This is an optimization exercise on Yosys and OpenROAD, whose aim is small area and few clock cycles, not a production implementation.
Where RTL was checked, it was by simulation tests only, not by an equivalence proof against the original.
The clock input has no modelled driver; a real chip could not lean on it and would need a root buffer or a full tree.
Power is estimated from default activity; no workload was simulated.

==> module data_pipe_1ton, before the edit <==
module data_pipe_1ton #(
    parameter   DSIZE   = 8,
    parameter   NSIZE   = 8
)(
    input                           clock,
    input                           rst_n,
    input [DSIZE-1:0]               wr_data,
    input                           wr_vld,
    output logic                    wr_ready,
    input                           wr_align_last,
    output logic[DSIZE*NSIZE-1:0]   rd_data,
    output logic                    rd_vld,
    input                           rd_ready
);
localparam CW = (NSIZE <= 2) ? 1 : (NSIZE <= 4) ? 2 : (NSIZE <= 8) ? 3 : (NSIZE <= 16) ? 4 : (NSIZE <= 32) ? 5 : (NSIZE <= 64) ? 6 : (NSIZE <= 128) ? 7 : 8;
logic [CW-1:0]  cnt;         
logic [CW-1:0]  cnt_next;    
logic           word_vld;
logic           accept;
logic           last;
generate
if (NSIZE == 8) begin : g_seq8
    assign cnt_next = {cnt[1:0], (cnt[2] ~^ (cnt[0] & ~cnt[1]))};
    assign last     = (cnt == 3'b100);
end else begin : g_bin
    assign cnt_next = (cnt == NSIZE-1) ? '0 : cnt + 1'b1;
    assign last     = (cnt == NSIZE-1);
end
endgenerate
assign wr_ready = !word_vld || rd_ready;
assign accept   = wr_vld && wr_ready;
assign rd_vld   = word_vld;
logic shift, hold;
assign shift = accept && !wr_align_last;
assign hold  = !accept;
always @(posedge clock, negedge rst_n) begin
    if (!rst_n) begin
        cnt      <= '0;
        word_vld <= 1'b0;
    end else begin
        cnt <= ({CW{shift}} & cnt_next) | ({CW{hold}} & cnt);
        if (accept && last)  word_vld <= 1'b1;
        else if (rd_ready)   word_vld <= 1'b0;
    end
end
always @(posedge clock) begin
    if (accept)
        rd_data <= {rd_data[DSIZE*(NSIZE-1)-1:0], wr_data};
end
endmodule
export LEC_CHECK = 0
export ABC_AREA = 1
export CAP_MARGIN = 20
export CORE_AREA = 2 2 60 60
export DIE_AREA = 0 0 62 62
export PLACE_DENSITY = 0.8
export SLEW_MARGIN = 20
create_clock -name core_clock -period 5.0 [get_ports {clock}]
standard.sh (not shown) runs the stock make flow with config.mk's settings and CLKGATE_MAP_FILE= SYNTH_SCRIPT=/design/flow/synth_recipe.tcl, a recipe that flattens the netlist after the stock synthesis.
==> flow/flow/run.sh <==
#!/bin/bash
# Standard ORFS layout, with the smallest buffer on the ports and a one-level
# clock tree built by flow/pre_cts.tcl in place of ORFS's CTS.
export BUFFER_PORTS_ARGS="-buffer_cell sky130_fd_sc_hd__buf_1"
export PRE_CTS_TCL="$PWD/flow/pre_cts.tcl"
bash standard.sh finish > standard.log 2>&1
Other scripts of this flow, unchanged in this note and not shown: flow/flow/ctsbuf.tcl, flow/flow/pre_cts.tcl
Testbench counts at the start, summed over its fixed seeds: cycles 25,608.
==> next run, changes <==
==> flow/design.v (replaced) <==
`timescale 1ns/1ps
module data_pipe_1ton #(
    parameter   DSIZE   = 8,
    parameter   NSIZE   = 8
)(
    input                           clock,
    input                           rst_n,
    input [DSIZE-1:0]               wr_data,
    input                           wr_vld,
    output logic                    wr_ready,
    input                           wr_align_last,
    output logic[DSIZE*NSIZE-1:0]   rd_data,
    output logic                    rd_vld,
    input                           rd_ready
);
localparam CW = (NSIZE <= 2) ? 1 : (NSIZE <= 4) ? 2 : (NSIZE <= 8) ? 3 : (NSIZE <= 16) ? 4 : (NSIZE <= 32) ? 5 : (NSIZE <= 64) ? 6 : (NSIZE <= 128) ? 7 : 8;
logic [CW-1:0]                  cnt;
logic [DSIZE*(NSIZE-1)-1:0]     sr;
logic                           accept;
logic                           last;
assign last     = (cnt == NSIZE-1);
assign wr_ready = !last || rd_ready;
assign accept   = wr_vld && wr_ready;
assign rd_vld   = wr_vld && rd_ready && last;
assign rd_data  = {sr, wr_data};
always @(posedge clock, negedge rst_n) begin
    if (!rst_n)
        cnt <= '0;
    else if (accept) begin
        if (last || wr_align_last) cnt <= '0;
        else                       cnt <= cnt + 1'b1;
    end
end
always @(posedge clock) begin
    if (accept)
        sr <= {sr[DSIZE*(NSIZE-2)-1:0], wr_data};
end
endmodule
Effect:
- The changed run produced a clean layout
- synthesized cell count rose by 2.2%
- die area stays the same
- fmax fell by 6.6%
- flip-flop and latch count fell by 9
- utilization fell by 6.3 points
- design area fell by about 8%
- global-route usage fell by 1.2 points
- power fell by about 12%
- via count fell by about 5.5%
- final cell count fell by 2.3%
- hold slack is worse by 0.0032 ns
Testbench counts after the change, summed over its fixed seeds: cycles 25,600.
In every run of this note, the design's own scripts or RTL, not TritonCTS, make the clock network.

========
Setup of run 1:
data_pipe_1ton, a different RTL version from the one above (not shown whole).
For scale: roughly 59 flip-flops, about 79 I/O pins.
==> module data_pipe_1ton, before the edit <==
module data_pipe_1ton #(
    parameter   DSIZE   = 8,
    parameter   NSIZE   = 8
)(
    input                           clock,
    input                           rst_n,
    input [DSIZE-1:0]               wr_data,
    input                           wr_vld,
    output logic                    wr_ready,
    input                           wr_align_last,
    output logic[DSIZE*NSIZE-1:0]   rd_data,
    output logic                    rd_vld,
    input                           rd_ready
);
localparam CW = (NSIZE <= 2) ? 1 : (NSIZE <= 4) ? 2 : (NSIZE <= 8) ? 3 : (NSIZE <= 16) ? 4 : (NSIZE <= 32) ? 5 : (NSIZE <= 64) ? 6 : (NSIZE <= 128) ? 7 : 8;
logic [CW-1:0]                  cnt;         
logic [CW-1:0]                  cnt_next;    
logic [DSIZE*(NSIZE-1)-1:0]     sr;
logic                           accept;
logic                           last;
generate
if (NSIZE == 8) begin : g_seq8
    assign cnt_next = {cnt[1:0], (cnt[2] ~^ (cnt[0] & ~cnt[1]))};
    assign last     = (cnt == 3'b100);
end else begin : g_bin
    assign cnt_next = (cnt == NSIZE-1) ? '0 : cnt + 1'b1;
    assign last     = (cnt == NSIZE-1);
end
endgenerate
assign wr_ready = !last || rd_ready;
assign accept   = wr_vld && wr_ready;
assign rd_vld   = wr_vld && rd_ready && last;
assign rd_data  = {sr, wr_data};
logic shift, hold;
assign shift = accept && !wr_align_last;
assign hold  = !accept;
always @(posedge clock, negedge rst_n) begin
    if (!rst_n)
        cnt <= '0;
    else
        cnt <= ({CW{shift}} & cnt_next) | ({CW{hold}} & cnt);
end
always @(posedge clock) begin
    if (accept)
        sr <= {sr[DSIZE*(NSIZE-2)-1:0], wr_data};
end
endmodule
export LEC_CHECK = 0
export CAP_MARGIN = 20
export CORE_AREA = 2 2 60 60
export DIE_AREA = 0 0 62 62
export PLACE_DENSITY = 0.8
export SLEW_MARGIN = 20
create_clock -name core_clock -period 5.0 [get_ports {clock}]
==> flow/flow/run.sh <==
#!/bin/bash
# Standard ORFS layout, with smaller port buffers and a lighter clock tree.
export BUFFER_PORTS_ARGS="-buffer_cell sky130_fd_sc_hd__buf_1"
export CTS_ARGS="-sink_clustering_enable -repair_clock_nets -dont_use_dummy_load -buf_list sky130_fd_sc_hd__clkbuf_4 -root_buf sky130_fd_sc_hd__clkbuf_4 -sink_clustering_size 20"
bash standard.sh finish > standard.log 2>&1
Testbench counts of run 1, summed over its fixed seeds: cycles 25,600.
## Diff of input files: run 2 against run 1
==> flow/design.v <==
`timescale 1ns/1ps
module data_pipe_1ton #(
    parameter   DSIZE   = 8,
    parameter   NSIZE   = 8
)(
    input                           clock,
    input                           rst_n,
    input [DSIZE-1:0]               wr_data,
    input                           wr_vld,
    output logic                    wr_ready,
    input                           wr_align_last,
    output logic[DSIZE*NSIZE-1:0]   rd_data,
    output logic                    rd_vld,
    input                           rd_ready
);
localparam CW = (NSIZE <= 2) ? 1 : (NSIZE <= 4) ? 2 : (NSIZE <= 8) ? 3 : (NSIZE <= 16) ? 4 : (NSIZE <= 32) ? 5 : (NSIZE <= 64) ? 6 : (NSIZE <= 128) ? 7 : 8;
logic [CW-1:0]  cnt;         
logic           word_vld;
logic           accept;
logic           last;
assign last     = (cnt == NSIZE-1);
assign wr_ready = !word_vld || rd_ready;
assign accept   = wr_vld && wr_ready;
assign rd_vld   = word_vld;
always @(posedge clock, negedge rst_n) begin
    if (!rst_n) begin
        cnt      <= '0;
        word_vld <= 1'b0;
    end else begin
        if (accept) begin
            if (last || wr_align_last) cnt <= '0;
            else                       cnt <= cnt + 1'b1;
        end
        if (accept && last)  word_vld <= 1'b1;
        else if (rd_ready)   word_vld <= 1'b0;
    end
end
always @(posedge clock) begin
    if (accept)
        rd_data <= {rd_data[DSIZE*(NSIZE-1)-1:0], wr_data};
end
endmodule
### Flow results
Taking run 1 as the reference, in run 2 sequential fraction of design power climbed 3.1 points, fraction of the mapped netlist area in compound gates fell by 1.1 points. Lower area taken by flip-flops and latches was reported by run 1, not run 2. Total power: run 2 higher than run 1. Maximum number of pins on one net before global-route repair of run 2 exceeds that of run 1 by more than 10%. Relative to run 1, the final cell area reported for run 2 is higher. The run showing the smaller starting utilization of the core area is run 1. Summary of run 2 over run 1: mapped cell area shows an increase of 13%; post-CTS setup repair buffer count shows no meaningful change; number of global-route vias before repair shows an increase of 67; sum of met3 wire segment lengths after detailed routing shows an increase of 14%; sequential share of layout area shows an increase of 1.2 points.
For run 2, only the layout was checked, not whether the RTL still works.

========
Setup of JK:
data_pipe_1ton with an RTL version that a note above also has.
Size in the first run: ~77 cells after synthesis, about 59 flip-flops, ~79 I/O pins, about 1900 sq um of cells after synthesis.
==> module data_pipe_1ton, before the edit <==
module data_pipe_1ton #(
    parameter   DSIZE   = 8,
    parameter   NSIZE   = 8
)(
    input                           clock,
    input                           rst_n,
    input [DSIZE-1:0]               wr_data,
    input                           wr_vld,
    output logic                    wr_ready,
    input                           wr_align_last,
    output logic[DSIZE*NSIZE-1:0]   rd_data,
    output logic                    rd_vld,
    input                           rd_ready
);
localparam CW = (NSIZE <= 2) ? 1 : (NSIZE <= 4) ? 2 : (NSIZE <= 8) ? 3 : (NSIZE <= 16) ? 4 : (NSIZE <= 32) ? 5 : (NSIZE <= 64) ? 6 : (NSIZE <= 128) ? 7 : 8;
logic [CW-1:0]                  cnt;
logic [DSIZE*(NSIZE-1)-1:0]     sr;
logic                           accept;
logic                           last;
assign last     = (cnt == NSIZE-1);
assign wr_ready = !last || rd_ready;
assign accept   = wr_vld && wr_ready;
assign rd_vld   = wr_vld && rd_ready && last;
assign rd_data  = {sr, wr_data};
always @(posedge clock, negedge rst_n) begin
    if (!rst_n)
        cnt <= '0;
    else if (accept) begin
        if (last || wr_align_last) cnt <= '0;
        else                       cnt <= cnt + 1'b1;
    end
end
always @(posedge clock) begin
    if (accept)
        sr <= {sr[DSIZE*(NSIZE-2)-1:0], wr_data};
end
endmodule
Settings: LEC_CHECK=0, CAP_MARGIN=20, CORE_AREA=2 2 60 60, DIE_AREA=0 0 62 62, PLACE_DENSITY=0.8, SLEW_MARGIN=20; clock period 5.0 ns.
==> flow/flow/run.sh <==
#!/bin/bash
# Standard ORFS layout, with the smallest buffer on the ports and a one-level
# clock tree built by flow/pre_cts.tcl in place of ORFS's CTS.
export BUFFER_PORTS_ARGS="-buffer_cell sky130_fd_sc_hd__buf_1"
export PRE_CTS_TCL="$PWD/flow/pre_cts.tcl"
bash standard.sh finish > standard.log 2>&1
Other scripts of this flow, unchanged in this note and not shown: flow/flow/ctsbuf.tcl, flow/flow/pre_cts.tcl
JK completed end to end with timing, DRC and antenna clean.
Testbench counts of JK, summed over its fixed seeds: cycles 25,600.
The inputs of MS differ from those of JK as listed below.
==> flow/design.v <==
`timescale 1ns/1ps
module data_pipe_1ton #(
    parameter   DSIZE   = 8,
    parameter   NSIZE   = 8
)(
    input                           clock,
    input                           rst_n,
    input [DSIZE-1:0]               wr_data,
    input                           wr_vld,
    output logic                    wr_ready,
    input                           wr_align_last,
    output logic[DSIZE*NSIZE-1:0]   rd_data,
    output logic                    rd_vld,
    input                           rd_ready
);
localparam CW = (NSIZE <= 2) ? 1 : (NSIZE <= 4) ? 2 : (NSIZE <= 8) ? 3 : (NSIZE <= 16) ? 4 : (NSIZE <= 32) ? 5 : (NSIZE <= 64) ? 6 : (NSIZE <= 128) ? 7 : 8;
logic [CW-1:0]  cnt;         
logic           word_vld;
logic           accept;
logic           last;
assign last     = (cnt == NSIZE-1);
assign wr_ready = !word_vld || rd_ready;
assign accept   = wr_vld && wr_ready;
assign rd_vld   = word_vld;
always @(posedge clock, negedge rst_n) begin
    if (!rst_n) begin
        cnt      <= '0;
        word_vld <= 1'b0;
    end else begin
        if (accept) begin
            if (last || wr_align_last) cnt <= '0;
            else                       cnt <= cnt + 1'b1;
        end
        if (accept && last)  word_vld <= 1'b1;
        else if (rd_ready)   word_vld <= 1'b0;
    end
end
always @(posedge clock) begin
    if (accept)
        rd_data <= {rd_data[DSIZE*(NSIZE-1)-1:0], wr_data};
end
endmodule
--- outcome ---
Changes observed in MS relative to JK: area after synthesis saw an increase; clock skew dropped 0.015 ns; utilization shows an increase of 9.0 points; post-synthesis compound-gate area fraction moved down.
Flip-flop and latch share of the layout cell area in MS vs JK: up 1.4 points
Summary — worst-case setup slack after placement, MS relative to JK: higher, by 0.10 ns.
MS: post-CTS clock slew at the launch and capture registers of the worst setup and hold paths is 0.02 ns lower than what JK reported.
For MS, only the layout was checked, not whether the RTL still works. No run of this note takes its clock network from TritonCTS; it comes from the design's own scripts or RTL.

========
lane 1:
data_pipe_1ton with an RTL version that a note above also has.
Size in the first run: roughly 82 cells after synthesis, about 59 flip-flops, ~79 I/O pins.
export LEC_CHECK = 0
export CAP_MARGIN = 20
export CORE_AREA = 2 2 60 60
export DIE_AREA = 0 0 62 62
export PLACE_DENSITY = 0.8
export SLEW_MARGIN = 20
create_clock -name core_clock -period 5.0 [get_ports {clock}]
==> flow/flow/ctsbuf.tcl <==
# Clock tree of a few buffers: the flip-flops are split into CTS_NBUF groups by
# position (k-means), and each group gets one clock buffer at its centroid,
# fed straight from the clock port.
proc my_clock_buffers { nbuf cell } {
  set block [ord::get_db_block]
  set dbu [$block getDbUnitsPerMicron]
  set sinks [get_pins -of_objects [get_nets clock] -filter "direction==input"]
  set pts {}
  foreach p $sinks {
    set inst [sta::sta_to_db_inst [$p instance]]
    set bb [$inst getBBox]
    lappend pts [list [get_full_name $p] [expr {([$bb xMin]+[$bb xMax])/2.0/$dbu}] [expr {([$bb yMin]+[$bb yMax])/2.0/$dbu}]]
  }
  # initial centres: spread along x
  set sorted [lsort -real -index 1 $pts]
  set n [llength $sorted]
  set cent {}
  for {set k 0} {$k < $nbuf} {incr k} {
    set e [lindex $sorted [expr {int(($k + 0.5) * $n / $nbuf)}]]
    lappend cent [list [lindex $e 1] [lindex $e 2]]
  }
  for {set it 0} {$it < 20} {incr it} {
    set groups {}
    for {set k 0} {$k < $nbuf} {incr k} { lappend groups {} }
    foreach e $pts {
      set best 0; set bd 1e30
      for {set k 0} {$k < $nbuf} {incr k} {
        set c [lindex $cent $k]
        set d [expr {abs([lindex $e 1]-[lindex $c 0]) + abs([lindex $e 2]-[lindex $c 1])}]
        if {$d < $bd} { set bd $d; set best $k }
      }
      lset groups $best [concat [lindex $groups $best] [list $e]]
    }
    set cent {}
    foreach g $groups {
      set sx 0; set sy 0
      foreach e $g { set sx [expr {$sx + [lindex $e 1]}]; set sy [expr {$sy + [lindex $e 2]}] }
      set m [expr {max(1,[llength $g])}]
      lappend cent [list [expr {$sx/$m}] [expr {$sy/$m}]]
    }
  }
  set k 0
  foreach g $groups c $cent {
    if {[llength $g] == 0} continue
    set pins {}
    foreach e $g { lappend pins [get_pins [lindex $e 0]] }
    puts "clock buffer $k: [llength $g] sinks at $c"
    insert_buffer -buffer_cell $cell -net clock -load_pins $pins -location $c -buffer_name clkbuf_bench_$k -net_name clknet_bench_$k
    incr k
  }
}
==> flow/flow/pre_cts.tcl <==
# Runs before ORFS's CTS step: builds the clock tree here (one level of
# clock buffers, see ctsbuf.tcl) and turns ORFS's clock_tree_synthesis call
# into a no-op.
source [file join [file dirname [info script]] ctsbuf.tcl]
my_clock_buffers 4 sky130_fd_sc_hd__clkbuf_8
set_propagated_clock [all_clocks]
rename clock_tree_synthesis orfs_clock_tree_synthesis
proc clock_tree_synthesis { args } { puts "clock tree built by pre_cts.tcl" }
Scripts as last shown in full above: flow/flow/run.sh
Testbench counts of lane 1, summed over its fixed seeds: cycles 25,600.
Input changes introduced in lane 2 (baseline for comparison: lane 1):
==> flow/design.v, changed modules only <==
module data_pipe_1ton #(
    parameter   DSIZE   = 8,
    parameter   NSIZE   = 8
)(
    input                           clock,
    input                           rst_n,
    input [DSIZE-1:0]               wr_data,
    input                           wr_vld,
    output logic                    wr_ready,
    input                           wr_align_last,
    output logic[DSIZE*NSIZE-1:0]   rd_data,
    output logic                    rd_vld,
    input                           rd_ready
);
localparam CW = (NSIZE <= 2) ? 1 : (NSIZE <= 4) ? 2 : (NSIZE <= 8) ? 3 : (NSIZE <= 16) ? 4 : (NSIZE <= 32) ? 5 : (NSIZE <= 64) ? 6 : (NSIZE <= 128) ? 7 : 8;
logic [CW-1:0]  cnt;         
logic [CW-1:0]  cnt_next;    
logic           word_vld;
logic           accept;
logic           last;
generate
if (NSIZE == 8) begin : g_seq8
    assign cnt_next = {cnt[1:0], (cnt[2] ~^ (cnt[0] & ~cnt[1]))};
    assign last     = (cnt == 3'b100);
end else begin : g_bin
    assign cnt_next = (cnt == NSIZE-1) ? '0 : cnt + 1'b1;
    assign last     = (cnt == NSIZE-1);
end
endgenerate
assign wr_ready = !word_vld || rd_ready;
assign accept   = wr_vld && wr_ready;
assign rd_vld   = word_vld;
logic shift, hold;
assign shift = accept && !wr_align_last;
assign hold  = !accept;
always @(posedge clock, negedge rst_n) begin
    if (!rst_n) begin
        cnt      <= '0;
        word_vld <= 1'b0;
    end else begin
        cnt <= ({CW{shift}} & cnt_next) | ({CW{hold}} & cnt);
        if (accept && last)  word_vld <= 1'b1;
        else if (rd_ready)   word_vld <= 1'b0;
    end
end
always @(posedge clock) begin
    if (accept)
        rd_data <= {rd_data[DSIZE*(NSIZE-1)-1:0], wr_data};
end
endmodule
==> comparison <==
- Lane 2 completed; timing, DRC and antenna clean
- Count of multi-input combinational gates: lane 1 and lane 2 compared, higher one is lane 2
- NOTE: routed wire length in lane 2 exceeds that of lane 1
- In the tables for lane 1 and lane 2, post-synthesis area per instance reads higher with lane 2.
- Cmp lane 1 and lane 2 / insertion delay of the later-clocked pin in the worst-skew pair / higher: lane 2
- A critical path's slowest cell of sky130_fd_sc_hd__nor2b_4 is what lane 2 shows, while sky130_fd_sc_hd__or4_4 belongs to lane 1.
- In the metrics for lane 1 and lane 2, the one carrying the lower global-route met3 utilization is lane 1.
- Relative to lane 1, the clock-pin slew reported for the worst setup and hold paths after clock tree synthesis of lane 2 is lower by 30 ps.
Testbench counts of lane 2, summed over its fixed seeds: cycles 25,608.
In every run of this note, the design's own scripts or RTL, not TritonCTS, make the clock network.

-- port drivers added, routing unchanged --
The flow's constraints put no driver on any port. The routed layouts listed below were extracted and timed again, unchanged, in two steps. Step 1 (the two cells are an assumption about what drives the block):
set clk [get_ports {clock}]
set_driving_cell -lib_cell sky130_fd_sc_hd__clkbuf_16 $clk
set_driving_cell -lib_cell sky130_fd_sc_hd__buf_2 [delete_from_list [all_inputs] $clk]
Step 2 moves the port delays by t, midway between the first and last clock arrival at a register: inputs arrive t later, outputs are due t later. That takes back most of the time a late clock gives input paths. Three values: ideal, step 1, step 2; two values: the first two.
run	t, ns	slack for setup (ns)	worst register clock-pin slew, ns	cell pins on the clock port's net
the first run of note 1	0.201	2.664 / 2.636 / 2.634	0.10 / 0.10	4
the second run of note 1	0.196	2.498 / 2.473 / 2.473	0.10 / 0.10	4
run 1	0.361	2.211 / 2.190 / 2.190	0.09 / 0.09	1
run 2	0.376	2.587 / 2.534 / 2.534	0.09 / 0.09	1
JK	0.195	2.535 / 2.513 / 2.384	0.10 / 0.10	4
MS	0.194	2.607 / 2.553 / 2.553	0.10 / 0.10	4
lane 1	0.197	2.206 / 2.185 / 2.185	0.10 / 0.10	4
lane 2	0.203	2.560 / 2.540 / 2.540	0.13 / 0.13	4
After both steps every run listed still meets setup and hold. For JK, which loses most, drivers alone change the setup slack by -0.022 ns; drivers and shift together by -0.151 ns.
